This is an optimization exercise on Yosys and OpenROAD, whose aim is small area and a short achievable clock period, not a production implementation.
Function was checked by simulation only, so behaviour that the tests miss may differ from the original.

== before ==
## PE
module PE (
    input              clk,
    input              CIM_en,
    input              STDW,  
    input              STDR,  
    input        [5:0] STD_A,  
    input        [3:0] weight_in,  
    input      [255:0] act_in,  
    output reg   [3:0] weight_out,  
    output reg  [13:0] PSUM  
);
For scale: roughly 2700 cells after synthesis, ~0.035 mm^2 of cells after synthesis.
Settings: LEC_CHECK=0, CAP_MARGIN=20, CORE_MARGIN=2, CORE_UTILIZATION=40, SLEW_MARGIN=20, SYNTH_HIERARCHICAL=1; clock period 20.0 ns.
standard.sh (not shown) runs the stock make flow with config.mk's settings and CLKGATE_MAP_FILE= SYNTH_SCRIPT=/design/flow/synth_recipe.tcl, a recipe that flattens the netlist after the stock synthesis.
==> flow/flow/run.sh <==
#!/bin/bash
# The standard layout, with plain buf_1 cells as the port buffers.
set -euo pipefail
bash standard.sh synth > synth.log 2>&1
bash standard.sh BUFFER_PORTS_ARGS="-buffer_cell sky130_fd_sc_hd__buf_1" finish > finish.log 2>&1
The following lists how after was set up differently from before:
- an added CTS_BUF_LIST of sky130_fd_sc_hd__clkbuf_2 sky130_fd_sc_hd__clkbuf_4
Results
- Of after and before, the run reporting the higher portion of the clock cycle consumed by the worst path in the final layout was after.
- Adder and majority cell fraction of the synthesized area: after vs before, no meaningful difference
- On non-clock buffer instance count of the final layout, after and before are basically level.
- Maximum cell stage delay along the critical path for after: 0.02 ns up relative to before
- after against before; via count is up slightly.
- Detailed-route wire length (after vs. before) increases slightly
- Going from before to after, area of the core region did not really move, utilization of the core after routing saw a decrease.
- Summary of after over before: worst hold-check slack fell 0.31 ns.

---

Another version of the RTL of PE (not shown whole).
Size in the first run: roughly 2400 cells after synthesis, about 290 I/O pins, roughly 33000 um2 of cells after synthesis.
==> flow/config.mk <==
export PLATFORM = sky130hd
export DESIGN_NAME = PE
export DESIGN_NICKNAME = PE
export VERILOG_FILES = /design/flow/design.v
export SDC_FILE = /design/flow/constraint.sdc
export NUM_CORES = 4
export LEC_CHECK = 0
export CAP_MARGIN = 20
export CORE_MARGIN = 2
export CORE_UTILIZATION = 40
export CTS_BUF_LIST = sky130_fd_sc_hd__clkbuf_8
export CTS_CLUSTER_DIAMETER = 60
export CTS_CLUSTER_SIZE = 10
export SLEW_MARGIN = 20
export SYNTH_HIERARCHICAL = 1
==> flow/constraint.sdc <==
create_clock -name core_clock -period 20.0 [get_ports {clk}]
set_input_delay 4.0000 -clock core_clock [delete_from_list [all_inputs] [get_ports {clk}]]
set_output_delay 4.0000 -clock core_clock [all_outputs]
set_load 0.01 [all_outputs]
==> flow/flow/run.sh <==
#!/bin/bash
# The standard layout, with two changes: after the standard synthesis the
# nor3 cells (the address decoders) are set to their smallest drive strength
# (flow/downsize.py; the repair steps size up where needed), and the port
# buffers are plain buf_1 cells.
set -euo pipefail
R=orfs/results/$FLOW_PLATFORM/PE/base
bash standard.sh synth > synth.log 2>&1
python3 flow/downsize.py $R/1_2_yosys.v $FLOW_HOME/platforms/$FLOW_PLATFORM/lef/sky130_fd_sc_hd_merged.lef nor3 > downsize.log 2>&1
touch $R/1_2_yosys.v
bash standard.sh synth > synth_odb.log 2>&1
bash standard.sh BUFFER_PORTS_ARGS="-buffer_cell sky130_fd_sc_hd__buf_1" finish > finish.log 2>&1
==> flow/flow/downsize.py <==
#!/usr/bin/env python3
"""Set the cells of the families named on the command line to the smallest
drive strength of their family (same function, same pins), in place. Used
for the address decoders, which are far from the critical path; the layout's
repair steps size up again wherever slew or capacitance need it.
usage: downsize.py NETLIST.v CELLS.lef FAMILY..."""
import re, sys, collections

net_path, lef_path = sys.argv[1], sys.argv[2]
ONLY = ["sky130_fd_sc_hd__" + f for f in sys.argv[3:]]
lef = open(lef_path).read()
area = {m.group(1): float(m.group(2)) * float(m.group(3))
        for m in re.finditer(r'MACRO (\w+).*?SIZE\s+([\d.]+)\s+BY\s+([\d.]+)', lef, re.S)}
fam = collections.defaultdict(list)
for c in area:
    m = re.match(r'(sky130_fd_sc_hd__\w+?)_(\d+)$', c)
    if m:
        fam[m.group(1)].append((area[c], -int(m.group(2)), c))
SKIP = ('df', 'dl', 'clk', 'lpflow', 'probe', 'tap', 'fill', 'decap', 'conb', 'diode', 'sdf', 'edf')
swaps = collections.Counter()
def repl(m):
    cell = m.group(2)
    f = re.match(r'(sky130_fd_sc_hd__\w+?)_(\d+)$', cell)
    if not f or any(s in cell for s in SKIP) or f.group(1) not in ONLY:
        return m.group(0)
    best = min(fam[f.group(1)])[2]
    if area[best] < area[cell]:
        swaps[(cell, best)] += 1
        return m.group(1) + best + m.group(3)
    return m.group(0)
src = open(net_path).read()
out = re.sub(r'^(\s*)(sky130_fd_sc_hd__\w+)(\s)', repl, src, flags=re.M)
open(net_path, 'w').write(out)
saved = 0.0
for (a, b), n in sorted(swaps.items()):
    saved += (area[a] - area[b]) * n
    print(f"{n:5d} {a} -> {b}")
print(f"area saved: {saved:.1f} um2")
Change:
--- a/flow/config.mk
+++ b/flow/config.mk
@@ -9,7 +9,5 @@
 export CORE_MARGIN = 2
 export CORE_UTILIZATION = 40
-export CTS_BUF_LIST = sky130_fd_sc_hd__clkbuf_8
-export CTS_CLUSTER_DIAMETER = 60
-export CTS_CLUSTER_SIZE = 10
+export CTS_BUF_LIST = sky130_fd_sc_hd__clkbuf_4
 export SLEW_MARGIN = 20
 export SYNTH_HIERARCHICAL = 1
Result:
- design area is higher by 0.64%
- wire length is higher by 0.47%
- hold slack got worse by 0.17 ns
- final cell count is higher by 1.8%
Change:
--- a/flow/config.mk
+++ b/flow/config.mk
@@ -9,5 +9,7 @@
 export CORE_MARGIN = 2
 export CORE_UTILIZATION = 40
-export CTS_BUF_LIST = sky130_fd_sc_hd__clkbuf_4
+export CTS_BUF_LIST = sky130_fd_sc_hd__clkbuf_8
+export CTS_CLUSTER_DIAMETER = 80
+export CTS_CLUSTER_SIZE = 16
 export SLEW_MARGIN = 20
 export SYNTH_HIERARCHICAL = 1
The changed run went through all stages and came out clean. Clock-buffer cell count fell by 69. Core utilization fell by 0.51 points. Via count fell by 1.3%.

[afterwards: timing with drivers on the ports]
No port has a modelled driver above. Below, the same layouts with a new extraction and two added sets of constraints. Step 1 sets driving cells, clkbuf_16 on the clock port and buf_2 on the other inputs (assumed; they add their load-dependent delay and slew). Step 2, shift: input delay + t, output delay - t, t = (earliest + latest rising clock arrival at the registers) / 2. This alone moves slack from input paths to output paths. Three values: ideal ports, drivers, drivers and shift; two values: the first two.
| run | shift t [ns] | setup slack, ns | worst setup path at the end | cell pins on the clock port's net |
|---|---|---|---|---|
| before | 0.656 | 3.958 / 3.887 / 3.887 | input to output | 1 |
| after | 0.942 | 3.817 / 3.736 / 3.736 | input to output | 1 |
| the first run of note 2 | 0.693 | 4.591 / 4.563 / 4.563 | input to output | 1 |
| the second run of note 2 | 0.889 | 4.587 / 4.559 / 4.559 | input to output | 1 |
| the third run of note 2 | 0.766 | 4.599 / 4.571 / 4.571 | input to output | 1 |
After both steps every run listed still meets setup and hold. For after, which loses most, drivers alone change the setup slack by -0.081 ns; drivers and shift together by -0.081 ns.
